What follows belongs to an exercise in optimizing a design on an open flow for small area; a production flow would make more cautious choices. Where RTL was checked, it was by simulation tests only, not by an equivalence proof against the original. No functional check of the RTL was part of run 3. No activity file was given, so power comes from the tool's default toggle rates.

`flow/design.v`:
```
module apb_i2c_master #(
  parameter int APB_ADDR_WIDTH = 8,
  parameter int CLK_DIV_WIDTH  = 16
) (
  input  logic                      pclk,
  input  logic                      presetn,
  input  logic [APB_ADDR_WIDTH-1:0] paddr,
  input  logic                      psel,
  input  logic                      penable,
  input  logic                      pwrite,
  input  logic [31:0]               pwdata,
  output logic [31:0]               prdata,
  output logic                      pready,
  output logic                      pslverr,
  input  logic                      scl_i,
  output logic                      scl_o,
  output logic                      scl_oe,
  output logic                      sda_o,
  output logic                      sda_oe,
  input  logic                      sda_i,
  output logic                      irq
);
  localparam logic [2:0] IDLE         = 3'd0;
  localparam logic [2:0] START        = 3'd1;
  localparam logic [2:0] BIT_SEND     = 3'd2;
  localparam logic [2:0] BIT_RECV     = 3'd3;
  localparam logic [2:0] ACK_PHASE    = 3'd4;
  localparam logic [2:0] STOP_WAIT    = 3'd5;
  localparam logic [2:0] STOP_RELEASE = 3'd6;
  localparam logic [2:0] COMPLETE     = 3'd7;
  logic                     en, hold_scl_low;
  logic [CLK_DIV_WIDTH-1:0] clk_div_reg;
  logic [7:0]               txdata_reg;
  logic [7:0]               rxdata_reg;
  logic                     clk_div_set, txdata_set, rxdata_set;
  logic [4:0]               cmd_reg;
  logic                     tx_buffer_valid;
  logic                     irq_done, irq_err;
  logic [1:0]               irq_en;
  logic st_busy, st_tip, st_rxv, st_txe, st_stretch, st_irqp;
  logic res_nack, res_arb, res_cmderr;
  logic [2:0] state;
  logic       active_stop, active_read, active_ack;
  logic [8:0] shift_reg;
  wire        ack_from_slave = shift_reg[8];
  wire        set_rx_valid = (state == ACK_PHASE) & ~shift_reg[8] & shift_reg[7];
  logic       scl_drive_low, sda_drive_low;
  logic       error_event, just_accepted;
  logic [2:0] scl_filter, sda_filter;
  logic       scl_sync, sda_sync, sda_sync_d;
  logic       bus_busy;
  logic [CLK_DIV_WIDTH-1:0] clk_cnt;
  logic                     scl_tick;
  wire cmd_start = cmd_reg[0];
  wire cmd_stop  = cmd_reg[1];
  wire cmd_read  = cmd_reg[2];
  wire cmd_write = cmd_reg[3];
  wire cmd_ack   = cmd_reg[4];
  wire apb_write = psel & penable & pwrite;
  wire apb_read  = psel & penable & ~pwrite;
  assign pready  = 1'b1;
  assign pslverr = 1'b0;
  assign scl_o   = 1'b0;
  assign sda_o   = 1'b0;
  assign scl_oe  = scl_drive_low;
  assign sda_oe  = sda_drive_low;
  assign irq = ((irq_done & irq_en[0]) | (irq_err & irq_en[1])) & en;
  wire st_idle     = (state == IDLE);
  wire st_complete = (state == COMPLETE);
  wire done_event  = st_complete;
  wire accept      = en & st_idle & (cmd_reg != 5'd0);
  wire accept_event    = just_accepted & ~st_complete;
  wire consume_tx_byte = just_accepted & (state == START || state == BIT_SEND);
  wire res_show = st_idle | just_accepted;
  wire arb_lost = (state == BIT_SEND) & shift_reg[8] & ~sda_sync & (scl_tick ? scl_drive_low : ~scl_drive_low);
  wire ack_sample = (state == ACK_PHASE) & ack_from_slave & scl_tick & scl_drive_low;
  wire wr_ctrl   = apb_write & (paddr == 8'h00);
  wire wr_clkdiv = apb_write & (paddr == 8'h08);
  wire wr_txdata = apb_write & (paddr == 8'h0C);
  wire wr_cmd    = apb_write & (paddr == 8'h14);
  wire wr_irqst  = apb_write & (paddr == 8'h18);
  wire wr_irqen  = apb_write & (paddr == 8'h1C);
  always_ff @(posedge pclk or negedge presetn) begin
    if (!presetn) begin
      scl_filter <= 3'b111;
      sda_filter <= 3'b111;
      scl_sync   <= 1'b1;
      sda_sync   <= 1'b1;
    end else begin
      scl_filter <= {scl_filter[1:0], scl_i};
      sda_filter <= {sda_filter[1:0], sda_i};
      if (&scl_filter)
        scl_sync <= 1'b1;
      else if (~|scl_filter)
        scl_sync <= 1'b0;
      if (&sda_filter)
        sda_sync <= 1'b1;
      else if (~|sda_filter)
        sda_sync <= 1'b0;
    end
  end
  always_ff @(posedge pclk)
    sda_sync_d <= sda_sync;
  wire start_detect = sda_sync_d & ~sda_sync & scl_sync;
  wire stop_detect  = ~sda_sync_d & sda_sync & scl_sync;
  wire hold_for_stretch = ~scl_drive_low & ~scl_sync;
  logic                     cnt_clear;
  logic [CLK_DIV_WIDTH:0]   cnt_borrow;
  logic [CLK_DIV_WIDTH-1:0] cnt_dec;
  wire  cnt_run = en & ~hold_for_stretch;
  assign cnt_borrow[0] = cnt_run;
  for (genvar i = 0; i < CLK_DIV_WIDTH; i++) begin : g_cnt
    assign cnt_borrow[i+1] = cnt_borrow[i] & ~clk_cnt[i];
    assign cnt_dec[i]      = clk_cnt[i] ^ cnt_borrow[i];
  end
  wire  cnt_zero = cnt_borrow[CLK_DIV_WIDTH] | (cnt_run & cnt_clear);
  wire  cnt_load = cnt_run & (st_idle | st_complete | cnt_zero);
  always_ff @(posedge pclk) begin
    cnt_clear <= ~en | (cnt_load ? ~clk_div_set : cnt_clear);
    scl_tick  <= cnt_zero & ~st_idle & ~st_complete;
    clk_cnt   <= cnt_load ? clk_div_reg : cnt_dec;
  end
  always_ff @(posedge pclk or negedge presetn) begin
    if (!presetn)
      bus_busy <= 1'b0;
    else if (!en)
      bus_busy <= 1'b0;
    else if (stop_detect)
      bus_busy <= 1'b0;
    else if (start_detect)
      bus_busy <= 1'b1;
  end
  always_ff @(posedge pclk or negedge presetn) begin
    if (!presetn) begin
      en              <= 1'b0;
      hold_scl_low    <= 1'b0;
      clk_div_set     <= 1'b0;
      txdata_set      <= 1'b0;
      cmd_reg         <= '0;
      irq_done        <= 1'b0;
      irq_err         <= 1'b0;
      irq_en          <= 2'b01;
    end else begin
      if (wr_ctrl) begin
        en           <= pwdata[0];
        hold_scl_low <= pwdata[2];
      end
      if (wr_clkdiv) clk_div_set <= 1'b1;
      if (wr_txdata) txdata_set <= 1'b1;
      if (wr_irqen)  irq_en <= pwdata[1:0];
      if (!en)
        cmd_reg <= '0;
      else if (wr_cmd)
        cmd_reg <= pwdata[4:0];
      else if (just_accepted)
        cmd_reg <= '0;
      if (!en)
        irq_done <= 1'b0;
      else if (wr_irqst & pwdata[0])
        irq_done <= 1'b0;
      else if (done_event)
        irq_done <= 1'b1;
      if (!en)
        irq_err <= 1'b0;
      else if (wr_irqst & pwdata[1])
        irq_err <= 1'b0;
      else if (error_event)
        irq_err <= 1'b1;
    end
  end
  always_ff @(posedge pclk) begin
    if (wr_clkdiv) clk_div_reg <= pwdata[CLK_DIV_WIDTH-1:0];
    if (wr_txdata) txdata_reg <= pwdata[7:0];
  end
  always_ff @(posedge pclk) begin
    if (!en)
      tx_buffer_valid <= 1'b0;
    else if (wr_txdata)
      tx_buffer_valid <= 1'b1;
    else if (consume_tx_byte)
      tx_buffer_valid <= 1'b0;
  end
  always_ff @(posedge pclk or negedge presetn) begin
    if (!presetn) begin
      st_busy    <= 1'b0;
      st_tip     <= 1'b0;
      st_rxv     <= 1'b0;
      st_txe     <= 1'b0;
      st_stretch <= 1'b0;
      st_irqp    <= 1'b0;
      res_nack   <= 1'b0;
      res_arb    <= 1'b0;
      res_cmderr <= 1'b0;
    end else begin
      st_txe  <= st_idle & (cmd_reg == 5'd0);
      st_tip  <= ~st_idle & ~st_complete;
      st_busy <= bus_busy;
      st_irqp <= irq;
      if (!en) begin
        st_stretch <= 1'b0;
        st_rxv     <= 1'b0;
        res_nack   <= 1'b0;
        res_cmderr <= 1'b0;
        res_arb    <= 1'b0;
      end else begin
        if (hold_for_stretch)
          st_stretch <= 1'b1;
        else if (done_event)
          st_stretch <= 1'b0;
        if (set_rx_valid)
          st_rxv <= 1'b1;
        else if ((apb_read && paddr == 8'h10) || accept_event)
          st_rxv <= 1'b0;
        if (just_accepted) begin
          res_nack   <= 1'b0;
          res_arb    <= 1'b0;
          res_cmderr <= st_complete;
        end else begin
          if (arb_lost)
            res_arb <= 1'b1;
          if (ack_sample)
            res_nack <= sda_sync;
        end
      end
    end
  end
  always_comb begin
    prdata = '0;
    case (paddr)
      8'h00: begin
        prdata[0] = en;
        prdata[2] = hold_scl_low;
      end
      8'h04: prdata[8:0] = {res_cmderr & res_show, st_irqp, st_stretch, res_arb & res_show,
                            res_nack & res_show, st_txe, st_rxv, st_tip, st_busy};
      8'h08: if (clk_div_set) prdata[CLK_DIV_WIDTH-1:0] = clk_div_reg;
      8'h0C: if (txdata_set) prdata[7:0] = txdata_reg;
      8'h10: if (rxdata_set) prdata[7:0] = rxdata_reg;
      8'h14: prdata[4:0] = cmd_reg;
      8'h18: prdata[1:0] = {irq_err, irq_done};
      8'h1C: prdata[1:0] = irq_en;
      default: ;
    endcase
  end
  wire wr_or_rd = cmd_write | cmd_read;
  wire illegal  = (cmd_write & cmd_read) | (cmd_ack & ~cmd_read) |
                  (~cmd_start & ~cmd_stop & ~wr_or_rd) | (cmd_start & ~wr_or_rd) |
                  (wr_or_rd & ~tx_buffer_valid);
  wire stop_only = cmd_stop & ~cmd_start & ~wr_or_rd;
  always_ff @(posedge pclk) begin
    if (en) begin
      if (st_idle) begin
        active_stop    <= cmd_stop;
        active_read    <= cmd_read;
        active_ack     <= cmd_ack;
        shift_reg      <= {txdata_reg, 1'b1};
      end
      if (state == BIT_SEND && scl_tick && (!scl_drive_low || shift_reg[6:0] == 7'd0))
        shift_reg <= {shift_reg[7:0], 1'b0};
      if (ack_sample)
        shift_reg <= 9'd1;
      if (state == BIT_RECV && scl_tick && scl_drive_low && !shift_reg[7])
        shift_reg <= {shift_reg[7:0], sda_sync};
      if (set_rx_valid)
        shift_reg[7] <= 1'b0;
    end
  end
  always_ff @(posedge pclk)
    if (en && state == BIT_RECV && scl_tick && scl_drive_low && shift_reg[7])
      rxdata_reg <= {shift_reg[6:0], sda_sync};
  always_ff @(posedge pclk) begin
    just_accepted <= accept;
    error_event   <= en & ((st_idle & (cmd_reg != 5'd0) & illegal) | arb_lost |
                           (ack_sample & sda_sync) |
                           (st_complete & (just_accepted | res_nack | res_arb)));
  end
  always_ff @(posedge pclk or negedge presetn) begin
    if (!presetn) begin
      state         <= IDLE;
      scl_drive_low <= 1'b0;
      sda_drive_low <= 1'b0;
      rxdata_set    <= 1'b0;
    end else begin
      if (!en) begin
        state         <= IDLE;
        scl_drive_low <= hold_scl_low;
        sda_drive_low <= 1'b0;
      end else begin
        case (state)
          IDLE: begin
            scl_drive_low <= hold_scl_low;
            sda_drive_low <= 1'b0;
            if (cmd_reg != 5'd0) begin
              if (illegal) begin
                state       <= COMPLETE;
              end else if (stop_only) begin
                state <= STOP_WAIT;
              end else if (cmd_start) begin
                state <= START;
              end else begin
                state         <= BIT_SEND;
                scl_drive_low <= 1'b1;
              end
            end
          end
          START: begin
            sda_drive_low <= 1'b1;
            scl_drive_low <= 1'b0;
            if (scl_sync && scl_tick) begin
              state         <= BIT_SEND;
              scl_drive_low <= 1'b1;
            end
          end
          BIT_SEND: begin
            if (scl_tick) begin
              scl_drive_low <= ~scl_drive_low;
              if (!scl_drive_low) begin
                sda_drive_low <= ~shift_reg[7];
              end else if (shift_reg[8] && !sda_sync) begin
                state         <= COMPLETE;
                sda_drive_low <= 1'b0;
                scl_drive_low <= 1'b0;
              end else if (shift_reg[6:0] == 7'd0) begin
                state         <= ACK_PHASE;
                sda_drive_low <= 1'b0;
              end
            end else if (!scl_drive_low && shift_reg[8] && !sda_sync) begin
              state         <= COMPLETE;
              sda_drive_low <= 1'b0;
              scl_drive_low <= 1'b0;
            end
          end
          ACK_PHASE: begin
            if (scl_tick) begin
              scl_drive_low <= ~scl_drive_low;
              if (scl_drive_low) begin
                if (ack_from_slave && active_read && !sda_sync)
                  state <= BIT_RECV;
                else if (active_stop)
                  state <= STOP_WAIT;
                else
                  state <= COMPLETE;
              end
            end
          end
          BIT_RECV: begin
            if (scl_tick) begin
              scl_drive_low <= ~scl_drive_low;
              if (scl_drive_low) begin
                if (shift_reg[7]) begin
                  rxdata_set    <= 1'b1;
                  state         <= ACK_PHASE;
                  sda_drive_low <= active_ack;
                end
              end
            end
          end
          STOP_WAIT: begin
            scl_drive_low <= 1'b0;
            sda_drive_low <= 1'b1;
            if (scl_sync)
              state <= STOP_RELEASE;
          end
          STOP_RELEASE: begin
            scl_drive_low <= 1'b0;
            sda_drive_low <= 1'b0;
            state         <= COMPLETE;
          end
          default: begin  
            scl_drive_low <= hold_scl_low;
            sda_drive_low <= 1'b0;
            state         <= IDLE;
          end
        endcase
      end
    end
  end
endmodule
```
`flow/flow/run.sh`:
```
#!/bin/bash
# Standard ORFS layout (the standard.sh) with:
#  - the standard synthesis, whose combinational logic is then re-mapped for
#    area by Yosys/ABC (registers untouched, see flow/resyn.ys);
#  - the smallest drive strength for every logic cell after floorplan, the
#    later repair steps sizing up what timing, slew or capacitance need;
#  - buf_1 port buffers, one tie cell per level, no dummy clock loads.
set -euo pipefail
W=$PWD
R=$W/orfs/results/sky130hd/apb_i2c_master/base
LIB=$FLOW_HOME/platforms/sky130hd/lib/sky130_fd_sc_hd__tt_025C_1v80.lib
bash standard.sh synth > synth.log 2>&1
cp $R/1_2_yosys.v $W/standard_1_2_yosys.v
DU=""
for c in $(sed -n '/^export DONT_USE_CELLS/,/^$/p' $FLOW_HOME/platforms/sky130hd/config.mk | grep -o 'sky130_fd_sc_hd__[a-z0-9_]*'); do DU="$DU -dont_use $c"; done
sed -e "s|@LIB@|$LIB|g" -e "s|@NETLIST@|$W/standard_1_2_yosys.v|" -e "s|@DONTUSE@|$DU|" \
    -e "s|@ABC@|$W/flow/resyn.abc|" -e "s|@OUT@|$W/resyn_1_2_yosys.v|" flow/resyn.ys > $W/resyn_run.ys
yosys -s $W/resyn_run.ys > resyn.log 2>&1
cp $W/resyn_1_2_yosys.v $R/1_2_yosys.v
touch $R/1_2_yosys.v
export BUFFER_PORTS_ARGS="-buffer_cell sky130_fd_sc_hd__buf_1"
export SKIP_REPAIR_TIE_FANOUT=1
export POST_FLOORPLAN_TCL="$W/flow/downsize.tcl"
export CTS_ARGS="-sink_clustering_enable -repair_clock_nets -dont_use_dummy_load -buf_list sky130_fd_sc_hd__clkbuf_4 -root_buf sky130_fd_sc_hd__clkbuf_8 -sink_clustering_size 10 -sink_clustering_max_diameter 60"
bash standard.sh > standard.log 2>&1
```
`flow/flow/downsize.tcl`:
```
# Swap every combinational cell for the smallest cell of the same function
# (same name stem, other drive strength). Registers, tie, tap and clock
# cells are left alone; later repair steps size up whatever timing, slew or
# capacitance needs.
proc my_downsize {} {
  set block [ord::get_db_block]
  set db [ord::get_db]
  set swapped 0
  set saved 0.0
  foreach inst [$block getInsts] {
    set name [[$inst getMaster] getName]
    if { ![regexp {^(sky130_fd_sc_hd__([a-z0-9]+))_([0-9]+)$} $name -> stem fn drv] } { continue }
    if { [regexp {^(df|edf|sdf|dl|conb|tap|fill|decap|clk|lpflow|probe|diode)} $fn] } { continue }
    set cur [get_lib_cells */$name]
    if { $cur == "" } { continue }
    set best $name
    set best_area [get_property $cur area]
    foreach d {0 1 2 3 4 6 8 12 16} {
      set cand "${stem}_$d"
      if { $cand == $name } { continue }
      set lc [get_lib_cells -quiet */$cand]
      if { $lc == "" } { continue }
      if { [get_property $lc dont_use] } { continue }
      set a [get_property $lc area]
      if { $a < $best_area - 1e-6 } {
        set best $cand
        set best_area $a
      }
    }
    if { $best != $name } {
      set saved [expr { $saved + [get_property $cur area] - $best_area }]
      replace_cell [$inst getName] [get_lib_cells */$best]
      incr swapped
    }
  }
  puts "my_downsize: swapped $swapped cells, saved [format %.1f $saved] um2"
}
my_downsize
```
`flow/flow/resyn.abc`:
```
strash
&get -n
&deepsyn -T 30
&put
&get -n
&dch -f
&nf -R 1000 -a
&put
```
`flow/flow/resyn.ys`:
```
# Re-map the standard synthesis's logic for area. The registers and tie
# cells are kept as they are (same instances, names and cell types); only
# the combinational cells between them are re-mapped.
read_liberty -ignore_miss_func @LIB@
read_verilog @NETLIST@
hierarchy -top apb_i2c_master
setattr -mod -set keep_hierarchy 1 sky130_fd_sc_hd__df* sky130_fd_sc_hd__edf* sky130_fd_sc_hd__conb*
flatten
delete t:$scopeinfo
opt -purge
abc -liberty @LIB@ @DONTUSE@ -script @ABC@
tee -o resyn_stat.txt stat -liberty @LIB@
# the mapped cells as the library's black boxes again
read_liberty -lib -overwrite @LIB@
setundef -zero
splitnets
opt_clean -purge
hilomap -singleton -hicell sky130_fd_sc_hd__conb_1 HI -locell sky130_fd_sc_hd__conb_1 LO
opt_clean -purge
check -assert
write_verilog -noattr -nohex -nodec @OUT@
```
`flow/standard.sh`:
```
#!/bin/bash
# synth_recipe.tcl (not shown) runs the flow's synth.tcl, then flattens the netlist and writes it again
# the make line also repeats each setting of config.mk as NAME=value (left out here)
make -C /OpenROAD-flow-scripts/flow DESIGN_CONFIG=/design/flow/config.mk WORK_HOME=/design/flow/orfs CLKGATE_MAP_FILE= SYNTH_SCRIPT=/design/flow/synth_recipe.tcl "${@:-finish}"
```
`flow/config.mk`:
```
export PLATFORM = sky130hd
export DESIGN_NAME = apb_i2c_master
export DESIGN_NICKNAME = apb_i2c_master
export VERILOG_FILES = /design/flow/design.v
export SDC_FILE = /design/flow/constraint.sdc
export NUM_CORES = 4
export LEC_CHECK = 0
export CAP_MARGIN = 20
export CORE_MARGIN = 2
export CORE_UTILIZATION = 65
export PLACE_DENSITY = 0.8
export SLEW_MARGIN = 20
```
`flow/constraint.sdc`:
```
create_clock -name core_clock -period 10.0 [get_ports {pclk}]
set_input_delay 2.0000 -clock core_clock [delete_from_list [all_inputs] [get_ports {pclk}]]
set_output_delay 2.0000 -clock core_clock [all_outputs]
set_load 0.01 [all_outputs]
```
==> results of run 1 <==
==> power groups by stage <==
stage          sequential [mW]  combinational, mW  clock (mW)
5_1_grt                  0.636              0.335       0.217
2_1_floorplan            0.606              0.222           0
3_3_place_gp             0.627              0.279           0
6_report                 0.627              0.295       0.202
4_1_cts                  0.624              0.293       0.204
3_5_place_dp             0.632              0.290           0
==> stage by stage <==
| stage | hold WS [ns] | util (%) | area, um2 | worst slack [ns] |
|---|---|---|---|---|
| floorplan | 0.360 | - | 4280 | 4.85 |
| global placement | 0.364 | 72.1 | 4580 | 4.15 |
| detailed placement | 0.366 | 72.1 | 4580 | 4.10 |
| CTS | 0.369 | 74.0 | 4700 | 4.10 |
| global route | 0.374 | 74.1 | 4700 | 3.83 |
| finish | 0.374 | 74.1 | 4700 | 4.08 |
==> worst register-to-register path, cell delays in order (launching register included) <==
cell and delay, ns:
dfrtp_1 0.55, o21ai_0 0.37, nor4_1 0.57, nand2b_1 0.25, or4_1 0.54, nor3_1 0.44
nand2b_1 0.25, nor4_1 0.38, nand2b_1 0.18, o31ai_1 0.38, nand2b_2 0.44, o21a_1 0.25
nand2_1 0.06, o21ai_0 0.07
==> path summary, 6_finish.rpt <==
path | startpoint | to | slack [ns]
max | paddr[7] | prdata[2] | 4.08
min | sda_filter[1]$_DFF_PN1_ | sda_filter[2]$_DFF_PN1_ | 0.37
max reg2reg | en$_DFFE_PN0P_ | clk_cnt[15]$_DFF_P_ | 5.14
min reg2reg | sda_filter[1]$_DFF_PN1_ | sda_filter[2]$_DFF_PN1_ | 0.37
max in group asynchronous | presetn | st_stretch$_DFFE_PN0P_ | 7.64
min in group asynchronous | presetn | irq_en[1]$_DFFE_PN0P_ | 1.77
==> cell type report <==
class	instances	area (um2)	area share, %
Timing Repair Buffer	51	200	4.26
Multi-Input combinational cell	266	1550	33.0
Clock buffer	9	124	2.63
Sequential cell	103	2700	57.4
Tap cell	77	96.3	2.05
Inverter	9	33.8	0.718
==> routing by layer <==
| metal | up-vias | part of all wire [%] | GRT usage, % |
|---|---|---|---|
| li1 | 1537 | - | - |
| met1 | 1554 | 43 | 40.9 |
| met2 | 156 | 47 | 45.0 |
| met3 | 22 | 7.4 | 4.67 |
| met4 | 0 | 1.8 | 8.37 |
| met5 | - | 0 | 0 |
==> cell usage in the layout, fill, tap and decap left out, drive strengths merged, types with 10 or more instances in the layout <==
| master | n |
|---|---|
| dfxtp | 22 |
| a22o | 13 |
| edfxtp | 44 |
| dfrtp | 28 |
| nand2 | 34 |
| nor2 | 48 |
| and2 | 10 |
| o21ai | 18 |
| a21oi | 24 |
| clkbuf | 10 |
| nand2b | 11 |
| buf | 50 |
| nand3 | 11 |
==> results.sh, run 1 <==
export IMPL_syn_cell_area_um2=4280
export IMPL_tightest_slew_ns=0.918
export IMPL_cp_slowest_stage_delay_ns=0.79
export IMPL_cp_depth=7
export IMPL_worstPathArrival_ns=3.92
export IMPL_layout_nets=487
export IMPL_dieArea_um2=7240
export IMPL_avgViaCountPerCell=6.35
export IMPL_drc=0
export IMPL_initial_core_util_pct=67.3
export IMPL_rows=29
export IMPL_min_period_ns=5.92
export IMPL_cts_root_buffer="clkbuf_8"
export IMPL_die_x_um=85.1
export IMPL_grt_start_max_net_pins=38
export IMPL_fin_crit_sh_pct=59.2
export IMPL_p_seq_share_pct=55.8
export IMPL_crit_fanout=13
export IMPL_core_area_um2=6350
export IMPL_power_density_nw_per_um2=239
export IMPL_antenna_found_initial=0
export IMPL_globalplace_congestion=0.933
export IMPL_p_switching_mw=0.384
export IMPL_cts_sinks=103
export IMPL_pin_count=86
export IMPL_hold_path_class="flop to flop"
export IMPL_rsz0062_at_grt="false"
export IMPL_cts_hold_buf=0
export IMPL_syn_instance_count=378
export IMPL_instances_no_fill=515
export IMPL_report_final_slew_viol_count=0
export IMPL_finClkSkew_ns=0.0248
export IMPL_cp_end_kind="output pin"
export IMPL_finalHoldViolCount=0
export IMPL_wl_mm=9.80
export IMPL_ir_drop_uv=173
export IMPL_layout_drive_gt1_share_pct=5.25
export IMPL_synth_nets=425
export IMPL_syn_avg_cell_area_um2=11.3
export IMPL_crit_required_ns=8.00
export IMPL_drv_cap=0
export IMPL_fp_dieH_um=85.1
export IMPL_grt_pass1_vias=3134
export IMPL_grt_pass1_wl_mm=15.7
export IMPL_io_buffers=49
export IMPL_relSlewSlack_pct=38.6
export IMPL_critPathTopFamily="simple AND/OR/NAND/NOR gates"
export IMPL_outcome="complete, no violations"
export IMPL_clockBufferDepth=2
export IMPL_finalPower_mw=1.12
export IMPL_setup_violations=0
export IMPL_cts_max_level=3
export IMPL_fmax_mhz=169
export IMPL_first_pass_iters=5
export IMPL_worst_path_max_delay_cell="nor2_1"
export IMPL_crit_top_cell="buf_1"
export IMPL_diodes=0
export IMPL_track_usage_pct=28.3
export IMPL_dp_cells=506
export IMPL_cts_tree="yes"
export IMPL_leakage_nw=1.74
export IMPL_critPathLaunchType="input port"
export IMPL_dp_hpwl_mm=7.07
export IMPL_path_cells="buf_1 -> nor3_1 -> nand3_1 -> nor2_1 -> a222oi_1 -> nand2_1 -> buf_1"
export IMPL_cts_resized_gates=0
export IMPL_crit_buf_inv=2
export IMPL_fin_tns_setup_ns=0
export IMPL_insertion_delay_ns=0.36
export IMPL_ff2ff_path_depth=13
export IMPL_area_growth_pct=10.0
export IMPL_numCtsBuffers=9
export IMPL_routedWlPerCell_um=19.0
export IMPL_power_frac_comb_pct=26.2
export IMPL_clk_pin_slew_ns=0.09
export IMPL_clkPwrFrac_pct=18.0
export IMPL_p_int_mw=0.740
export IMPL_swShare_pct=34.1
export IMPL_overflow=0
export IMPL_crit_type="input port to output pin"
export IMPL_drt_iter0_markers=300
export IMPL_fillerInstances=447
export IMPL_yosys_warnings=1
export IMPL_postRouteAntennaNets=0
export IMPL_whs_path_depth=0
export IMPL_via_count=3269
export IMPL_cts_setup_buffers=0
==> inputs of run 2 (changes only) <==
--- a/flow/flow/run.sh
+++ b/flow/flow/run.sh
@@ -13,10 +13,25 @@
 cp $R/1_2_yosys.v $W/standard_1_2_yosys.v
 DU=""
 for c in $(sed -n '/^export DONT_USE_CELLS/,/^$/p' $FLOW_HOME/platforms/sky130hd/config.mk | grep -o 'sky130_fd_sc_hd__[a-z0-9_]*'); do DU="$DU -dont_use $c"; done
-sed -e "s|@LIB@|$LIB|g" -e "s|@NETLIST@|$W/standard_1_2_yosys.v|" -e "s|@DONTUSE@|$DU|" \
-    -e "s|@ABC@|$W/flow/resyn.abc|" -e "s|@OUT@|$W/resyn_1_2_yosys.v|" flow/resyn.ys > $W/resyn_run.ys
-yosys -s $W/resyn_run.ys > resyn.log 2>&1
-cp $W/resyn_1_2_yosys.v $R/1_2_yosys.v
+# four seeds of the same re-mapping in parallel; the smallest netlist is kept
+best=""; best_area=""
+for s in 1 2 3 4; do
+  sed "s|@SEED@|$s|" flow/resyn.abc.in > $W/resyn_$s.abc
+  sed -e "s|@LIB@|$LIB|g" -e "s|@NETLIST@|$W/standard_1_2_yosys.v|" -e "s|@DONTUSE@|$DU|" \
+      -e "s|@ABC@|$W/resyn_$s.abc|" -e "s|@OUT@|$W/resyn_$s.v|" -e "s|resyn_stat.txt|resyn_stat_$s.txt|" \
+      flow/resyn.ys > $W/resyn_run_$s.ys
+  yosys -s $W/resyn_run_$s.ys > resyn_$s.log 2>&1 &
+done
+wait
+for s in 1 2 3 4; do
+  a=$(sed -n "/=== apb_i2c_master ===/,/Chip area for module/p" resyn_stat_$s.txt 2>/dev/null | awk '/Chip area/ {print $NF}' || true)
+  echo "seed $s: $a" >> resyn_choice.log
+  if [[ -n "$a" && -f $W/resyn_$s.v ]] && { [[ -z "$best" ]] || awk -v a="$a" -v b="$best_area" 'BEGIN {exit !(a < b)}'; }; then
+    best=$s; best_area=$a
+  fi
+done
+echo "kept seed $best ($best_area)" >> resyn_choice.log
+cp $W/resyn_$best.v $R/1_2_yosys.v
 touch $R/1_2_yosys.v
 export BUFFER_PORTS_ARGS="-buffer_cell sky130_fd_sc_hd__buf_1"
 export SKIP_REPAIR_TIE_FANOUT=1
==> flow/flow/resyn.abc.in (new file) <==
strash
&get -n
&deepsyn -T 40 -S @SEED@
&put
&get -n
&dch -f
&nf -R 1000 -a
&put
removed: flow/flow/resyn.abc
==> results.sh, run 2 <==
export IMPL_outcome="complete, no violations"
export IMPL_timing_rr_end="clk_cnt[15]$_DFF_P_"
export IMPL_clk_pin_slew_ns=0.09
export IMPL_clkPwrFrac_pct=19.2
export IMPL_cts_setup_buffers=0
export IMPL_reg2reg_slack_ns=5.16
export IMPL_grt_pass1_wl_mm=15.4
export IMPL_avgViaCountPerCell=6.48
export IMPL_globalplace_congestion=0.898
export IMPL_pin_count=86
export IMPL_layout_nets=491
export IMPL_dp_slack_ns=4.12
export IMPL_synth_nets=429
export IMPL_layout_drive_gt1_share_pct=5.20
export IMPL_hp_start="sda_filter[0]$_DFF_PN1_"
export IMPL_crit_required_ns=8.00
export IMPL_insertion_delay_ns=0.36
export IMPL_layout_setup_ws_ns=4.06
export IMPL_power_frac_comb_pct=23.4
export IMPL_postRouteAntennaNets=0
export IMPL_hold_end="sda_filter[1]$_DFF_PN1_"
export IMPL_diodes=0
export IMPL_rsz0062_at_grt="false"
export IMPL_clockBufferDepth=2
export IMPL_overflow=0
export IMPL_relSlewSlack_pct=37.4
export IMPL_routedWlPerCell_um=18.7
export IMPL_syn_instance_count=382
export IMPL_setup_violations=0
export IMPL_fmax_mhz=168
export IMPL_cts_max_level=3
export IMPL_finClkSkew_ns=0.0288
export IMPL_yosys_warnings=1
export IMPL_finalPower_mw=1.05
export IMPL_report_final_slew_viol_count=0
export IMPL_mostFrequentLayoutCells="nor2_1 (56), buf_1 (48), edfxtp_1 (44)"
export IMPL_leakage_nw=1.77
export IMPL_fin_tns_setup_ns=0
export IMPL_fin_crit_sh_pct=59.4
export IMPL_cts_root_buffer="clkbuf_8"
export IMPL_ir_drop_uv=152
export IMPL_drc=0
export IMPL_wl_mm=9.72
export IMPL_fillerInstances=448
export IMPL_dp_hpwl_mm=6.96
export IMPL_via_count=3364
export IMPL_ff2ff_path_depth=13
export IMPL_initial_core_util_pct=67.1
export IMPL_die_x_um=84.9
export IMPL_syn_cell_area_um2=4260
export IMPL_finalHoldViolCount=0
export IMPL_utilization_pct=73.8
export IMPL_crit_fanout=13
export IMPL_drt_iter0_markers=394
export IMPL_grt_pass1_vias=3018
export IMPL_area_growth_pct=10.1
export IMPL_hold_path_class="flop to flop"
export IMPL_p_seq_share_pct=57.4
export IMPL_io_buffers=49
export IMPL_whs_path_depth=0
export IMPL_worstPathArrival_ns=3.94
export IMPL_fp_dieH_um=84.9
export IMPL_power_density_nw_per_um2=225
export IMPL_numCtsBuffers=9
export IMPL_core_area_um2=6350
export IMPL_tightest_slew_ns=0.936
export IMPL_swShare_pct=32.6
export IMPL_p_switching_mw=0.344
export IMPL_cp_end_kind="output pin"
export IMPL_final_common_cell="nor2_1"
export IMPL_syn_avg_cell_area_um2=11.1
export IMPL_first_pass_iters=5
export IMPL_rows=29
export IMPL_reg2reg_from="en$_DFFE_PN0P_"
export IMPL_cts_tree="yes"
export IMPL_track_usage_pct=28.0
export IMPL_drv_cap=0
export IMPL_antenna_found_initial=0
export IMPL_dieArea_um2=7220
export IMPL_min_period_ns=5.94
export IMPL_grt_start_max_net_pins=38
export IMPL_critPathLaunchType="input port"
export IMPL_p_int_mw=0.709
export IMPL_cts_resized_gates=0
export IMPL_cts_sinks=103
export IMPL_cts_hold_buf=0
export IMPL_crit_type="input port to output pin"
==> run 2: layout make-up <==
class	count	area [um2]	area share [%]
Sequential cell	103	2700	57.6
Multi-Input combinational cell	272	1540	32.9
Timing Repair Buffer	51	200	4.27
Clock buffer	9	124	2.64
Tap cell	77	96.3	2.05
Inverter	7	26.3	0.560
==> run 2: through the flow <==
stage	std cells	instance area [um2]	hold WS [ns]
final	519	4690	0.382
after floorplan	382	4260	0.360
after global placement	510	4560	0.363
after CTS	519	4690	0.383
after detailed placement	510	4560	0.368
after global routing	519	4690	0.391
==> run 2: worst max path at each step <==
stage | start | endpoint | slack, ns | cells after the start
2_1_floorplan | paddr[7] | prdata[2] | 4.84 | 5
3_3_place_gp | paddr[7] | prdata[4] | 4.11 | 7
3_5_place_dp | paddr[7] | prdata[2] | 4.12 | 7
4_1_cts | paddr[7] | prdata[4] | 4.12 | 7
5_1_grt | paddr[7] | prdata[4] | 3.87 | 7
6_report | paddr[7] | prdata[4] | 4.06 | 7
==> run 2: per-layer routing <==
layer / global-route usage (%) / up-vias / routed length (um)
li1: - / 1540 / -
met4: 6.64 / 0 / 152
met3: 5.74 / 16 / 869
met5: 0 / - / 0
met2: 44.2 / 190 / 4640
met1: 40.5 / 1618 / 4050
==> run 2: power by group through the flow <==
stage                     registers [mW]  clock network [mW]  logic, mW
after floorplan                    0.588                   0      0.187
after global placement             0.605                   0      0.234
after detailed placement           0.611                   0      0.241
after CTS                          0.602               0.203      0.244
after global routing               0.615               0.215      0.278
final                              0.605               0.202      0.246
==> run 2: worst max-delay path: stages <==
cell and delay (ns):
buf_1 0.07, nor3_1 0.23, nand3_1 0.29, nor2_1 0.81
a222oi_1 0.24, nand2_1 0.14, buf_1 0.15
==> inputs of run 3 (changes only) <==
--- a/flow/design.v
+++ b/flow/design.v
@@ -107,7 +107,7 @@
   logic                     cnt_clear;
   logic [CLK_DIV_WIDTH:0]   cnt_borrow;
   logic [CLK_DIV_WIDTH-1:0] cnt_dec;
-  wire  cnt_run = en & ~hold_for_stretch;
+  wire  cnt_run = ~hold_for_stretch;
   assign cnt_borrow[0] = cnt_run;
   for (genvar i = 0; i < CLK_DIV_WIDTH; i++) begin : g_cnt
     assign cnt_borrow[i+1] = cnt_borrow[i] & ~clk_cnt[i];
@@ -117,7 +117,7 @@
   wire  cnt_load = cnt_run & (st_idle | st_complete | cnt_zero);
   always_ff @(posedge pclk) begin
     cnt_clear <= ~en | (cnt_load ? ~clk_div_set : cnt_clear);
-    scl_tick  <= cnt_zero & ~st_idle & ~st_complete;
+    scl_tick  <= en & cnt_zero & ~st_idle & ~st_complete;
     clk_cnt   <= cnt_load ? clk_div_reg : cnt_dec;
   end
   always_ff @(posedge pclk or negedge presetn) begin
@@ -248,22 +248,20 @@
                   (wr_or_rd & ~tx_buffer_valid);
   wire stop_only = cmd_stop & ~cmd_start & ~wr_or_rd;
   always_ff @(posedge pclk) begin
-    if (en) begin
-      if (st_idle) begin
-        active_stop    <= cmd_stop;
-        active_read    <= cmd_read;
-        active_ack     <= cmd_ack;
-        shift_reg      <= {txdata_reg, 1'b1};
-      end
-      if (state == BIT_SEND && scl_tick && (!scl_drive_low || shift_reg[6:0] == 7'd0))
-        shift_reg <= {shift_reg[7:0], 1'b0};
-      if (ack_sample)
-        shift_reg <= 9'd1;
-      if (state == BIT_RECV && scl_tick && scl_drive_low && !shift_reg[7])
-        shift_reg <= {shift_reg[7:0], sda_sync};
-      if (set_rx_valid)
-        shift_reg[7] <= 1'b0;
+    if (st_idle) begin
+      active_stop    <= cmd_stop;
+      active_read    <= cmd_read;
+      active_ack     <= cmd_ack;
+      shift_reg      <= {txdata_reg, 1'b1};
     end
+    if (state == BIT_SEND && scl_tick && (!scl_drive_low || shift_reg[6:0] == 7'd0))
+      shift_reg <= {shift_reg[7:0], 1'b0};
+    if (ack_sample)
+      shift_reg <= 9'd1;
+    if (state == BIT_RECV && scl_tick && scl_drive_low && !shift_reg[7])
+      shift_reg <= {shift_reg[7:0], sda_sync};
+    if (set_rx_valid)
+      shift_reg[7] <= 1'b0;
   end
   always_ff @(posedge pclk)
     if (en && state == BIT_RECV && scl_tick && scl_drive_low && shift_reg[7])
==> flow/flow/resyn.abc.in (replaced) <==
strash
&get -n
&deepsyn -T 90 -S @SEED@
&put
&get -n
&dch -f
&nf -R 1000 -a
&put
==> results.sh, run 3 <==
export IMPL_outcome="complete, no violations"
export IMPL_clockBufferDepth=2
export IMPL_hp_start="sda_filter[1]$_DFF_PN1_"
export IMPL_rsz0062_at_grt="false"
export IMPL_whs_path_depth=0
export IMPL_finClkSkew_ns=0.0243
export IMPL_pin_count=86
export IMPL_layout_nets=485
export IMPL_cts_hold_buf=0
export IMPL_ir_drop_uv=122
export IMPL_path_cells="buf_1 -> clkinv_1 -> or4_1 -> nor2_1 -> buf_4 -> a222oi_1 -> nand2_1 -> buf_1"
export IMPL_grt_start_max_net_pins=38
export IMPL_cts_root_buffer="clkbuf_8"
export IMPL_crit_required_ns=8.00
export IMPL_grt_pass1_wl_mm=16.0
export IMPL_relSlewSlack_pct=35.2
export IMPL_diodes=0
export IMPL_io_buffers=49
export IMPL_fp_dieH_um=84.7
export IMPL_crit_buf_inv=4
export IMPL_worstPathArrival_ns=4.28
export IMPL_track_usage_pct=29.2
export IMPL_crit_fanout=9
export IMPL_drc=0
export IMPL_min_period_ns=6.28
export IMPL_reg2reg_from="scl_sync$_DFFE_PN1P_"
export IMPL_fin_crit_sh_pct=62.8
export IMPL_hold_path_class="flop to flop"
export IMPL_report_final_slew_viol_count=0
export IMPL_initial_core_util_pct=67.1
export IMPL_finalHoldViolCount=0
export IMPL_fmax_mhz=159
export IMPL_timing_rr_end="clk_cnt[15]$_DFF_P_"
export IMPL_cts_resized_gates=0
export IMPL_avgViaCountPerCell=6.28
export IMPL_core_area_um2=6310
export IMPL_leakage_nw=1.76
export IMPL_final_common_cell="nor2_1"
export IMPL_drv_cap=0
export IMPL_tightest_slew_ns=0.965
export IMPL_cts_tree="yes"
export IMPL_cts_setup_buffers=0
export IMPL_dieArea_um2=7180
export IMPL_grt_pass1_vias=3127
export IMPL_first_pass_iters=5
export IMPL_syn_instance_count=375
export IMPL_worst_path_max_delay_cell="or4_1"
export IMPL_postRouteAntennaNets=0
export IMPL_mostFrequentLayoutCells="nor2_1 (49), buf_1 (48), edfxtp_1 (43)"
export IMPL_dp_hpwl_mm=6.91
export IMPL_clk_pin_slew_ns=0.09
export IMPL_drt_iter0_markers=379
export IMPL_reg2reg_slack_ns=5.39
export IMPL_crit_top_cell="buf_1"
export IMPL_cts_sinks=103
export IMPL_hold_end="sda_filter[2]$_DFF_PN1_"
export IMPL_layout_drive_gt1_share_pct=5.50
export IMPL_fin_tns_setup_ns=0
export IMPL_fillerInstances=445
export IMPL_critPathLaunchType="input port"
export IMPL_via_count=3221
export IMPL_routedWlPerCell_um=18.9
export IMPL_cp_end_kind="output pin"
export IMPL_rows=29
export IMPL_die_x_um=84.7
export IMPL_cp_depth=8
export IMPL_syn_cell_area_um2=4230
export IMPL_numCtsBuffers=9
export IMPL_antenna_found_initial=0
export IMPL_power_density_nw_per_um2=156
export IMPL_ff2ff_path_depth=14
export IMPL_crit_type="input port to output pin"
export IMPL_insertion_delay_ns=0.36
export IMPL_globalplace_congestion=0.923
export IMPL_cp_slowest_stage_delay_ns=0.59
export IMPL_critPathTopFamily="simple AND/OR/NAND/NOR gates"
export IMPL_wl_mm=9.70
export IMPL_yosys_warnings=1
export IMPL_synth_nets=422
export IMPL_finalPower_mw=0.727
export IMPL_cts_max_level=3
export IMPL_overflow=0
export IMPL_setup_violations=0
export IMPL_syn_avg_cell_area_um2=11.3
export IMPL_area_growth_pct=10.3
## run 3: stage by stage
step	area [um2]	utilization, %	worst slack, ns	std cells	hold WS (ns)
floorplan	4230	-	4.48	375	0.360
detailed placement	4540	71.9	3.76	504	0.367
global placement	4530	71.8	3.53	503	0.364
CTS	4670	73.9	3.75	513	0.379
finish	4670	74.0	3.72	513	0.378
global route	4670	74.0	3.47	513	0.383
## run 3: how the worst max path moves through the flow
stage / start / to / slack (ns)
2_1_floorplan: paddr[6] / prdata[2] / 4.48
4_1_cts: paddr[3] / prdata[2] / 3.75
3_5_place_dp: paddr[3] / prdata[2] / 3.76
6_report: paddr[3] / prdata[2] / 3.72
5_1_grt: paddr[3] / prdata[2] / 3.47
3_3_place_gp: paddr[3] / prdata[1] / 3.53
## run 3: where the power goes
part           internal (mW)  total (mW)  switching [mW]
Combinational         0.0205      0.0523          0.0318
Clock                 0.0810       0.200           0.119
Sequential             0.459       0.475          0.0158
## run 3: final cells by class
cell class | instances | area [um2] | area share, %
Sequential cell | 103 | 2690 | 57.6
Timing Repair Buffer | 52 | 208 | 4.45
Clock buffer | 9 | 124 | 2.65
Inverter | 6 | 22.5 | 0.482
Multi-Input combinational cell | 266 | 1530 | 32.8
Tap cell | 77 | 96.3 | 2.06
## run 3: per-layer routing
| layer | share of wire [%] | GRT usage, % |
|---|---|---|
| met1 | 43 | 42.8 |
| met2 | 46 | 44.5 |
| met4 | 1.3 | 7.36 |
| met3 | 9.4 | 7.08 |
| met5 | 0 | 0 |
## run 3: worst reg2reg max path: stages, from the launching register on
cell and delay [ns]:
dfstp_2 0.65, nor2_1 0.18, or4_1 0.53, or3_1 0.44
or4_1 0.51, nor3_1 0.38, nand2b_1 0.23, or4_1 0.53
nor3_1 0.31, nor2_1 0.11, nand2_1 0.12, o21ai_2 0.06
buf_4 0.24, nor2_1 0.16, a21oi_1 0.06
==> inputs of run 4 (changes only) <==
--- a/flow/design.v
+++ b/flow/design.v
@@ -107,7 +107,7 @@
   logic                     cnt_clear;
   logic [CLK_DIV_WIDTH:0]   cnt_borrow;
   logic [CLK_DIV_WIDTH-1:0] cnt_dec;
-  wire  cnt_run = ~hold_for_stretch;
+  wire  cnt_run = en & ~hold_for_stretch;
   assign cnt_borrow[0] = cnt_run;
   for (genvar i = 0; i < CLK_DIV_WIDTH; i++) begin : g_cnt
     assign cnt_borrow[i+1] = cnt_borrow[i] & ~clk_cnt[i];
@@ -117,7 +117,7 @@
   wire  cnt_load = cnt_run & (st_idle | st_complete | cnt_zero);
   always_ff @(posedge pclk) begin
     cnt_clear <= ~en | (cnt_load ? ~clk_div_set : cnt_clear);
-    scl_tick  <= en & cnt_zero & ~st_idle & ~st_complete;
+    scl_tick  <= cnt_zero & ~st_idle & ~st_complete;
     clk_cnt   <= cnt_load ? clk_div_reg : cnt_dec;
   end
   always_ff @(posedge pclk or negedge presetn) begin
==> flow/flow/resyn.abc.in (replaced) <==
strash
&get -n
&deepsyn -T 40 -S @SEED@
&put
&get -n
&dch -f
&nf -R 1000 -a
&put
--- a/flow/config.mk
+++ b/flow/config.mk
@@ -8,5 +8,6 @@
 export CAP_MARGIN = 20
 export CORE_MARGIN = 2
 export CORE_UTILIZATION = 65
+export GPL_TIMING_DRIVEN = 0
 export PLACE_DENSITY = 0.8
 export SLEW_MARGIN = 20
==> results.sh, run 4 <==
export IMPL_grt_pass1_wl_mm=16.0
export IMPL_rows=29
export IMPL_first_pass_iters=5
export IMPL_fp_dieH_um=84.5
export IMPL_dp_hpwl_mm=7.17
export IMPL_avgViaCountPerCell=6.59
export IMPL_fillerInstances=481
export IMPL_track_usage_pct=29.2
export IMPL_initial_core_util_pct=66.8
export IMPL_cts_hold_buf=0
export IMPL_min_period_ns=5.94
export IMPL_crit_top_cell="buf_1"
export IMPL_layout_drive_gt1_share_pct=5.84
export IMPL_p_int_mw=0.736
export IMPL_die_x_um=84.5
export IMPL_setup_violations=0
export IMPL_cp_slowest_stage_delay_ns=0.64
export IMPL_tightest_slew_ns=0.898
export IMPL_globalplace_congestion=0.910
export IMPL_swShare_pct=34.2
export IMPL_cts_root_buffer="clkbuf_8"
export IMPL_p_switching_mw=0.382
export IMPL_yosys_warnings=1
export IMPL_grt_start_max_net_pins=33
export IMPL_crit_required_ns=8.00
export IMPL_power_frac_comb_pct=26.3
export IMPL_p_seq_share_pct=55.4
export IMPL_rsz0062_at_grt="false"
export IMPL_clockBufferDepth=2
export IMPL_core_area_um2=6310
export IMPL_routedWlPerCell_um=19.8
export IMPL_worst_path_max_delay_cell="and3_1"
export IMPL_syn_instance_count=369
export IMPL_cp_end_kind="output pin"
export IMPL_via_count=3326
export IMPL_crit_type="input port to output pin"
export IMPL_fin_tns_setup_ns=0
export IMPL_layout_nets=477
export IMPL_drv_cap=0
export IMPL_final_common_cell="buf_1"
export IMPL_ir_drop_uv=153
export IMPL_area_growth_pct=10.7
export IMPL_drc=0
export IMPL_layout_setup_ws_ns=4.06
export IMPL_cts_max_level=3
export IMPL_mostFrequentLayoutCells="buf_1 (48), edfxtp_1 (43), nor2_1 (41)"
export IMPL_clkPwrFrac_pct=18.3
export IMPL_cts_resized_gates=0
export IMPL_antenna_found_initial=0
export IMPL_dieArea_um2=7150
export IMPL_drt_iter0_markers=320
export IMPL_finalPower_mw=1.12
export IMPL_critPathLaunchType="input port"
export IMPL_path_cells="buf_1 -> nor3_1 -> nand2_1 -> nor2_1 -> and3_1 -> a222oi_1 -> nand3_1 -> buf_1"
export IMPL_clk_pin_slew_ns=0.09
export IMPL_io_buffers=49
export IMPL_insertion_delay_ns=0.37
export IMPL_diodes=0
export IMPL_postRouteAntennaNets=0
export IMPL_fmax_mhz=168
export IMPL_fin_crit_sh_pct=59.4
export IMPL_cts_setup_buffers=0
export IMPL_pin_count=86
export IMPL_grt_pass1_vias=3239
export IMPL_crit_fanout=16
export IMPL_synth_nets=416
export IMPL_cts_sinks=103
export IMPL_finClkSkew_ns=0.0347
export IMPL_dp_slack_ns=4.08
export IMPL_outcome="complete, no violations"
export IMPL_power_density_nw_per_um2=239
export IMPL_syn_cell_area_um2=4220
export IMPL_report_final_slew_viol_count=0
export IMPL_overflow=0
export IMPL_leakage_nw=1.75
export IMPL_finalHoldViolCount=0
export IMPL_numCtsBuffers=9
export IMPL_hold_path_class="flop to flop"
export IMPL_cts_tree="yes"
export IMPL_worstPathArrival_ns=3.94
export IMPL_syn_avg_cell_area_um2=11.4
export IMPL_wl_mm=9.98
export IMPL_relSlewSlack_pct=40.0
## run 4: through the flow
| step | hold WS (ns) | cells | area, um2 | util (%) |
|---|---|---|---|---|
| final | 0.349 | 505 | 4670 | 73.9 |
| after detailed placement | 0.367 | 496 | 4530 | 71.8 |
| after global placement | 0.364 | 495 | 4500 | 71.2 |
| after CTS | 0.350 | 505 | 4660 | 73.8 |
| after floorplan | 0.360 | 369 | 4220 | - |
| after global routing | 0.356 | 505 | 4670 | 73.9 |
## run 4: path summary, 6_finish.rpt
kind	from	end	slack, ns	cells past startpoint
worst max-delay path	paddr[7]	prdata[2]	4.06	8
worst max register to register	en$_DFFE_PN0P_	clk_cnt[15]$_DFF_P_	5.07	13
worst min register to register	scl_filter[0]$_DFF_PN1_	scl_filter[1]$_DFF_PN1_	0.35	0
min in group asynchronous	presetn	st_txe$_DFF_PN0_	1.50	1
worst min-delay path	scl_filter[0]$_DFF_PN1_	scl_filter[1]$_DFF_PN1_	0.35	0
max in group asynchronous	presetn	scl_filter[0]$_DFF_PN1_	7.96	2
## run 4: layer usage
metal	GRT usage, %	routed length, um	vias up
li1	-	-	1503
met3	7.18	1010	18
met1	39.9	4040	1600
met4	11.4	227	0
met2	45.6	4700	205
met5	0	0	-
## run 4: worst max-delay path, delay by kind of cell
kind / cells / cell delay (ns)
buffers and inverters: 2 / 0.23
AO/OA/AOI/OAI: 1 / 0.25
AND/OR/NAND/NOR: 5 / 1.45
## run 4: final cells by class
type	count	area, um2	area share (%)
clock buffers	9	124	2.65
inverters	12	45.0	0.965
multi-input cells	254	1510	32.3
flip-flops and latches	103	2690	57.6
well taps	77	96.3	2.06
repair buffers	50	205	4.40
## run 4: power groups by stage
stage / sequential [mW] / clock [mW] / combinational (mW)
floorplan: 0.601 / 0 / 0.218
global placement: 0.620 / 0 / 0.277
detailed placement: 0.625 / 0 / 0.289
CTS: 0.616 / 0.206 / 0.291
global route: 0.630 / 0.219 / 0.333
finish: 0.619 / 0.205 / 0.294
==> inputs of run 5 (changes only) <==
--- a/flow/config.mk
+++ b/flow/config.mk
@@ -8,6 +8,5 @@
 export CAP_MARGIN = 20
 export CORE_MARGIN = 2
 export CORE_UTILIZATION = 65
-export GPL_TIMING_DRIVEN = 0
 export PLACE_DENSITY = 0.8
 export SLEW_MARGIN = 20
==> results.sh, run 5 <==
export IMPL_outcome="complete, no violations"
export IMPL_grt_start_max_net_pins=38
export IMPL_fmax_mhz=167
export IMPL_pin_count=86
export IMPL_worstPathArrival_ns=3.99
export IMPL_avgViaCountPerCell=6.48
export IMPL_initial_core_util_pct=66.8
export IMPL_cp_end_kind="output pin"
export IMPL_swShare_pct=34.3
export IMPL_finalPower_mw=1.12
export IMPL_syn_avg_cell_area_um2=11.4
export IMPL_postRouteAntennaNets=0
export IMPL_yosys_warnings=1
export IMPL_finClkSkew_ns=0.0231
export IMPL_antenna_found_initial=0
export IMPL_core_area_um2=6310
export IMPL_critPathTopFamily="simple AND/OR/NAND/NOR gates"
export IMPL_globalplace_congestion=0.905
export IMPL_clk_pin_slew_ns=0.09
export IMPL_critPathLaunchType="input port"
export IMPL_cts_sinks=103
export IMPL_power_frac_comb_pct=26.4
export IMPL_relSlewSlack_pct=37.6
export IMPL_ff2ff_path_depth=13
export IMPL_ir_drop_uv=148
export IMPL_mostFrequentLayoutCells="buf_1 (48), edfxtp_1 (43), nor2_1 (41)"
export IMPL_rsz0062_at_grt="false"
export IMPL_cts_resized_gates=0
export IMPL_hold_path_class="flop to flop"
export IMPL_crit_buf_inv=2
export IMPL_tightest_slew_ns=0.931
export IMPL_first_pass_iters=5
export IMPL_fillerInstances=470
export IMPL_fin_tns_setup_ns=0
export IMPL_cp_slowest_stage_delay_ns=0.66
export IMPL_fin_crit_sh_pct=59.9
export IMPL_crit_fanout=16
export IMPL_clockBufferDepth=2
export IMPL_dieArea_um2=7150
export IMPL_io_buffers=49
export IMPL_die_x_um=84.5
export IMPL_overflow=0
export IMPL_dp_hpwl_mm=7.20
export IMPL_p_int_mw=0.735
export IMPL_cts_hold_buf=0
export IMPL_min_period_ns=5.99
export IMPL_area_growth_pct=10.3
export IMPL_drc=0
export IMPL_wl_mm=10.0
export IMPL_crit_start="paddr[7]"
export IMPL_crit_required_ns=8.00
export IMPL_grt_pass1_vias=3214
export IMPL_layout_drive_gt1_share_pct=5.58
export IMPL_syn_instance_count=369
export IMPL_diodes=0
export IMPL_whs_path_depth=0
export IMPL_numCtsBuffers=9
export IMPL_worst_path_max_delay_cell="and3_1"
export IMPL_crit_type="input port to output pin"
export IMPL_setup_violations=0
export IMPL_power_density_nw_per_um2=240
export IMPL_track_usage_pct=29.2
export IMPL_cts_setup_buffers=0
export IMPL_p_seq_share_pct=55.5
export IMPL_rows=29
export IMPL_cts_tree="yes"
export IMPL_fp_dieH_um=84.5
export IMPL_report_final_slew_viol_count=0
export IMPL_drt_iter0_markers=254
export IMPL_cts_max_level=3
export IMPL_syn_cell_area_um2=4220
export IMPL_hold_end="sda_filter[1]$_DFF_PN1_"
export IMPL_synth_nets=416
export IMPL_drv_cap=0
export IMPL_hp_start="sda_filter[0]$_DFF_PN1_"
export IMPL_reg2reg_from="en$_DFFE_PN0P_"
export IMPL_grt_pass1_wl_mm=16.0
export IMPL_reg2reg_slack_ns=5.01
export IMPL_final_common_cell="buf_1"
export IMPL_crit_top_cell="buf_1"
export IMPL_layout_nets=479
export IMPL_via_count=3286
export IMPL_insertion_delay_ns=0.37
export IMPL_finalHoldViolCount=0
export IMPL_path_cells="buf_1 -> nor3_1 -> nand2_1 -> nor2_1 -> and3_1 -> a222oi_1 -> nand3_1 -> buf_1"
export IMPL_routedWlPerCell_um=19.7
export IMPL_cts_root_buffer="clkbuf_8"
export IMPL_clkPwrFrac_pct=18.1
export IMPL_timing_rr_end="clk_cnt[15]$_DFF_P_"
export IMPL_p_switching_mw=0.383
export IMPL_leakage_nw=1.76
## run 5: routing by layer
metal  vias to the layer above  wire length, um  GRT usage [%]  part of all wire, %
met5                         -                0              0                    0
met4                         0              175           9.24                  1.8
met3                        17              823           7.18                  8.2
met2                       176             4910           47.2                   49
met1                      1581             4090           39.5                   41
li1                       1512                -              -                    -
## run 5: stage by stage
step	instances	area, um2	worst slack [ns]	hold slack (ns)	utilization [%]
floorplan	369	4220	4.58	0.360	-
global placement	498	4520	4.09	0.364	71.6
detailed placement	498	4520	4.04	0.368	71.6
CTS	507	4640	4.05	0.384	73.5
global route	507	4650	3.87	0.391	73.7
finish	507	4650	4.01	0.383	73.7
## run 5: power by group through the flow
| stage | clock, mW | sequential, mW | combinational, mW |
|---|---|---|---|
| 2_1_floorplan | 0 | 0.601 | 0.218 |
| 3_3_place_gp | 0 | 0.620 | 0.278 |
| 3_5_place_dp | 0 | 0.627 | 0.290 |
| 4_1_cts | 0.203 | 0.618 | 0.292 |
| 5_1_grt | 0.216 | 0.629 | 0.333 |
| 6_report | 0.203 | 0.620 | 0.295 |
## run 5: worst max-delay path by stage
stage                           end  slack, ns  depth (start not counted)
final                     prdata[2]       4.01                          8
after global routing      prdata[2]       3.87                          8
after CTS                 prdata[2]       4.05                          8
after detailed placement  prdata[2]       4.04                          8
after global placement    prdata[2]       4.09                          8
after floorplan           prdata[4]       4.58                          6
## run 5: layout make-up
cell class                      count  area, um2  share of cell area, %
Timing Repair Buffer               52        208                   4.47
Clock buffer                        9        124                   2.66
Inverter                           12       45.0                  0.969
Tap cell                           77       96.3                   2.07
Sequential cell                   103       2690                   57.8
Multi-Input combinational cell    254       1490                   32.0
==> inputs of run 6 (changes only) <==
--- a/flow/config.mk
+++ b/flow/config.mk
@@ -7,6 +7,6 @@
 export LEC_CHECK = 0
 export CAP_MARGIN = 20
 export CORE_MARGIN = 2
-export CORE_UTILIZATION = 65
-export PLACE_DENSITY = 0.8
+export CORE_UTILIZATION = 75
+export PLACE_DENSITY = 0.88
 export SLEW_MARGIN = 20
==> results.sh, run 6 <==
export IMPL_cts_tree="yes"
export IMPL_drv_cap=0
export IMPL_pin_count=86
export IMPL_syn_instance_count=369
export IMPL_fmax_mhz=168
export IMPL_crit_type="input port to output pin"
export IMPL_cts_setup_buffers=0
export IMPL_finClkSkew_ns=0.0269
export IMPL_reg2reg_slack_ns=4.94
export IMPL_cts_sinks=103
export IMPL_via_count=3417
export IMPL_mostFrequentLayoutCells="buf_1 (48), edfxtp_1 (43), nor2_1 (41)"
export IMPL_antenna_found_initial=0
export IMPL_rows=27
export IMPL_rsz0062_at_grt="false"
export IMPL_worstPathArrival_ns=3.97
export IMPL_setup_violations=0
export IMPL_wl_mm=10.2
export IMPL_tightest_slew_ns=0.914
export IMPL_critPathTopFamily="simple AND/OR/NAND/NOR gates"
export IMPL_ir_drop_uv=238
export IMPL_crit_top_cell="buf_1"
export IMPL_drc=0
export IMPL_yosys_warnings=1
export IMPL_finalHoldViolCount=0
export IMPL_cts_max_level=3
export IMPL_report_final_slew_viol_count=0
export IMPL_numCtsBuffers=9
export IMPL_drt_iter0_markers=414
export IMPL_die_x_um=79.0
export IMPL_crit_buf_inv=2
export IMPL_first_pass_iters=6
export IMPL_cts_resized_gates=0
export IMPL_track_usage_pct=35.4
export IMPL_grt_start_max_net_pins=38
export IMPL_outcome="complete, no violations"
export IMPL_grt_pass1_wl_mm=16.4
export IMPL_initial_core_util_pct=77.0
export IMPL_area_growth_pct=10.2
export IMPL_critPathLaunchType="input port"
export IMPL_syn_cell_area_um2=4220
export IMPL_insertion_delay_ns=0.37
export IMPL_routedWlPerCell_um=20.4
export IMPL_grt_pass1_vias=3396
export IMPL_diodes=0
export IMPL_avgViaCountPerCell=6.81
export IMPL_clk_pin_slew_ns=0.09
export IMPL_dieArea_um2=6240
export IMPL_leakage_nw=1.76
export IMPL_relSlewSlack_pct=39.1
export IMPL_layout_nets=479
export IMPL_cts_hold_buf=0
export IMPL_overflow=0
export IMPL_min_period_ns=5.97
export IMPL_power_density_nw_per_um2=242
export IMPL_crit_fanout=16
export IMPL_cts_root_buffer="clkbuf_8"
export IMPL_fin_hold_ws_ns=0.378
export IMPL_dp_hpwl_mm=7.29
export IMPL_synth_nets=416
export IMPL_cp_slowest_stage_delay_ns=0.66
export IMPL_final_common_cell="buf_1"
export IMPL_syn_avg_cell_area_um2=11.4
export IMPL_crit_required_ns=8.00
export IMPL_path_cells="buf_1 -> nor3_1 -> nand2_1 -> nor2_1 -> and3_1 -> a222oi_1 -> nand3_1 -> buf_1"
export IMPL_layout_drive_gt1_share_pct=5.58
export IMPL_fin_tns_setup_ns=0
export IMPL_worst_path_max_delay_cell="and3_1"
export IMPL_fp_dieH_um=79.0
export IMPL_core_area_um2=5470
export IMPL_cp_end_kind="output pin"
export IMPL_fillerInstances=300
export IMPL_clockBufferDepth=2
export IMPL_globalplace_congestion=0.986
export IMPL_postRouteAntennaNets=0
export IMPL_io_buffers=49
export IMPL_fin_crit_sh_pct=59.7
export IMPL_hold_path_class="flop to flop"
## run 6: worst reg2reg max path: stages (launching register included)
cell and delay, ns:
dfrtp_1 0.63, o21ai_0 0.36, nor4_1 0.62, nand2b_1 0.27, or4_1 0.54, nor3_1 0.44, nand2b_1 0.24, nor4_1 0.39
nand2b_1 0.20, o31ai_1 0.38, nand2b_2 0.43, o21a_1 0.27, nand2_1 0.07, o21ai_0 0.08
## run 6: worst paths after layout
kind | start | end | cells past startpoint
hold reg to reg | scl_filter[1]$_DFF_PN1_ | scl_filter[2]$_DFF_PN1_ | 0
min in group asynchronous | presetn | hold_scl_low$_DFFE_PN0P_ | 1
setup / recovery | paddr[7] | prdata[2] | 8
setup reg to reg | en$_DFFE_PN0P_ | clk_cnt[15]$_DFF_P_ | 13
hold / removal | scl_filter[1]$_DFF_PN1_ | scl_filter[2]$_DFF_PN1_ | 0
max in group asynchronous | presetn | cmd_reg[4]$_DFFE_PN0P_ | 1
## run 6: metal layers
metal	routed length (um)	track usage (%)	up-vias	share of wire (%)
met3	1110	11.8	40	11
met2	5000	55.8	246	49
li1	-	-	1513	-
met4	352	16.0	0	3.4
met5	0	0	-	0
met1	3750	45.1	1618	37
## run 6: layout make-up
cell class | instances | area [um2] | area share, %
Clock buffer | 9 | 124 | 2.67
Inverter | 12 | 45.0 | 0.970
Multi-Input combinational cell | 254 | 1490 | 32.1
Sequential cell | 103 | 2690 | 57.9
Tap cell | 72 | 90.1 | 1.94
Timing Repair Buffer | 52 | 208 | 4.47
## run 6: power breakdown
group	total (mW)	leakage (nW)	switching [mW]	internal, mW
sequential	0.623	1.02	0.0827	0.540
clock	0.204	0.0647	0.123	0.0810
combinational	0.297	0.671	0.184	0.113
total	1.12	1.76	0.390	0.735
## run 6: through the flow
stage	instance area (um2)	utilization, %	power (mW)	worst slack (ns)	cells
2_1_floorplan	4220	-	0.820	4.58	369
3_3_place_gp	4510	82.5	0.893	4.13	493
3_5_place_dp	4510	82.5	0.915	4.05	493
4_1_cts	4640	84.7	1.11	4.03	502
5_1_grt	4640	84.9	1.18	3.83	502
6_report	4640	84.9	1.12	4.03	502
==> inputs of run 7 (changes only) <==
--- a/flow/design.v
+++ b/flow/design.v
@@ -267,7 +267,7 @@
     if (en && state == BIT_RECV && scl_tick && scl_drive_low && shift_reg[7])
       rxdata_reg <= {shift_reg[6:0], sda_sync};
   always_ff @(posedge pclk) begin
-    just_accepted <= accept;
+    just_accepted <= st_idle & (cmd_reg != 5'd0);
     error_event   <= en & ((st_idle & (cmd_reg != 5'd0) & illegal) | arb_lost |
                            (ack_sample & sda_sync) |
                            (st_complete & (just_accepted | res_nack | res_arb)));
--- a/flow/config.mk
+++ b/flow/config.mk
@@ -7,6 +7,6 @@
 export LEC_CHECK = 0
 export CAP_MARGIN = 20
 export CORE_MARGIN = 2
-export CORE_UTILIZATION = 75
-export PLACE_DENSITY = 0.88
+export CORE_UTILIZATION = 65
+export PLACE_DENSITY = 0.8
 export SLEW_MARGIN = 20
==> results.sh, run 7 <==
export IMPL_report_final_slew_viol_count=0
export IMPL_final_common_cell="nor2_1"
export IMPL_synth_nets=427
export IMPL_grt_pass1_wl_mm=15.8
export IMPL_ir_drop_uv=138
export IMPL_cts_resized_gates=0
export IMPL_tightest_slew_ns=1.09
export IMPL_clkPwrFrac_pct=18.6
export IMPL_path_cells="buf_1 -> nor3_1 -> nand2_1 -> nor3_1 -> o21a_1 -> a222oi_1 -> nand2_1 -> buf_1"
export IMPL_fin_crit_sh_pct=59.7
export IMPL_instances_no_fill=519
export IMPL_swShare_pct=33.2
export IMPL_postRouteAntennaNets=0
export IMPL_outcome="complete, no violations"
export IMPL_cp_end_kind="output pin"
export IMPL_layout_drive_gt1_share_pct=5.43
export IMPL_via_count=3287
export IMPL_p_switching_mw=0.360
export IMPL_cts_root_buffer="clkbuf_8"
export IMPL_p_seq_share_pct=56.3
export IMPL_syn_instance_count=380
export IMPL_leakage_nw=1.73
export IMPL_track_usage_pct=29.0
export IMPL_critPathTopFamily="simple AND/OR/NAND/NOR gates"
export IMPL_finalHoldViolCount=0
export IMPL_clockBufferDepth=2
export IMPL_fmax_mhz=167
export IMPL_initial_core_util_pct=67.0
export IMPL_finClkSkew_ns=0.0147
export IMPL_cts_sinks=103
export IMPL_drt_iter0_markers=539
export IMPL_globalplace_congestion=0.933
export IMPL_avgViaCountPerCell=6.33
export IMPL_antenna_found_initial=0
export IMPL_first_pass_iters=6
export IMPL_relSlewSlack_pct=26.6
export IMPL_fp_dieH_um=84.7
export IMPL_layout_nets=491
export IMPL_die_x_um=84.7
export IMPL_min_period_ns=5.97
export IMPL_drc=0
export IMPL_overflow=0
export IMPL_crit_type="input port to output pin"
export IMPL_pin_count=86
export IMPL_cp_slowest_stage_delay_ns=0.90
export IMPL_drv_cap=0
export IMPL_numCtsBuffers=9
export IMPL_rsz0062_at_grt="false"
export IMPL_critPathLaunchType="input port"
export IMPL_hold_path_class="flop to flop"
export IMPL_crit_fanout=7
export IMPL_setup_violations=0
export IMPL_dieArea_um2=7170
export IMPL_cts_tree="yes"
export IMPL_power_density_nw_per_um2=232
export IMPL_crit_buf_inv=2
export IMPL_cts_hold_buf=0
export IMPL_io_buffers=49
export IMPL_power_frac_comb_pct=25.2
export IMPL_worst_path_max_delay_cell="nor3_1"
export IMPL_grt_start_max_net_pins=38
export IMPL_syn_avg_cell_area_um2=11.1
export IMPL_worstPathArrival_ns=3.97
export IMPL_yosys_warnings=1
export IMPL_p_int_mw=0.724
export IMPL_area_growth_pct=10.4
export IMPL_insertion_delay_ns=0.36
export IMPL_clk_pin_slew_ns=0.09
export IMPL_fin_tns_setup_ns=0
export IMPL_rows=29
export IMPL_cts_max_level=3
export IMPL_cts_setup_buffers=0
export IMPL_dp_cells=510
export IMPL_mostFrequentLayoutCells="nor2_1 (58), buf_1 (48), edfxtp_1 (43)"
export IMPL_core_area_um2=6310
export IMPL_wl_mm=9.92
export IMPL_dp_hpwl_mm=7.19
export IMPL_fillerInstances=450
export IMPL_diodes=0
export IMPL_grt_pass1_vias=3158
export IMPL_syn_cell_area_um2=4230
export IMPL_routedWlPerCell_um=19.1
export IMPL_crit_required_ns=8.00
## run 7: worst reg2reg max path, delay by kind of cell (launching register included)
| kind | cells | cell delay, ns |
|---|---|---|
| buf+inv | 1 | 0.29 |
| simple gates | 10 | 3.32 |
| flops | 1 | 0.57 |
| compound gates | 2 | 0.35 |
## run 7: metal layers
metal	wire length (um)	share of wire, %	vias to the layer above	global-route usage (%)
met5	0	0	-	0
met4	216	2.2	0	10.2
met3	817	8.2	20	6.49
met2	4680	47	155	45.0
met1	4210	42	1569	40.8
li1	-	-	1543	-
## run 7: final timing paths
kind	from	endpoint	slack, ns	depth (start not counted)
worst min register to register	scl_filter[0]$_DFF_PN1_	scl_filter[1]$_DFF_PN1_	0.38	0
worst max register to register	scl_sync$_DFFE_PN1P_	clk_cnt[3]$_DFF_P_	5.35	13
worst min-delay path	scl_filter[0]$_DFF_PN1_	scl_filter[1]$_DFF_PN1_	0.38	0
max in group asynchronous	presetn	sda_drive_low$_DFFE_PN0P_	7.62	1
worst max-delay path	paddr[6]	prdata[5]	4.03	8
min in group asynchronous	presetn	bus_busy$_DFFE_PN0P_	1.77	1
## run 7: area by class of cell
type	count	area, um2	share of cell area (%)
sequential	103	2690	57.6
inverter	9	33.8	0.723
tap	77	96.3	2.06
clock buffer	9	124	2.65
multi-input combinational	268	1510	32.4
timing repair buffer	53	215	4.61
## run 7: power groups by stage
stage / combinational [mW] / clock, mW / sequential (mW)
5_1_grt: 0.309 / 0.218 / 0.621
3_3_place_gp: 0.258 / 0 / 0.613
2_1_floorplan: 0.205 / 0 / 0.596
4_1_cts: 0.271 / 0.203 / 0.609
6_report: 0.273 / 0.201 / 0.610
3_5_place_dp: 0.270 / 0 / 0.618
## run 7: metrics by stage
step | cell area, um2 | worst slack, ns | utilization [%] | total power [mW] | hold WS, ns
after floorplan | 4230 | 4.10 | - | 0.801 | 0.360
after global placement | 4550 | 4.09 | 72.0 | 0.871 | 0.362
after detailed placement | 4550 | 4.14 | 72.0 | 0.887 | 0.365
after CTS | 4670 | 4.11 | 74.0 | 1.08 | 0.381
after global routing | 4670 | 3.99 | 74.0 | 1.15 | 0.388
final | 4670 | 4.03 | 74.0 | 1.08 | 0.379

Check on run 7: ideal ports give 4.025 ns setup slack; a clkbuf_16 on the clock port and buf_2 on the inputs give 4.003 ns; moving port delays by the midpoint clock arrival (0.386 ns) as well gives 4.003 ns.
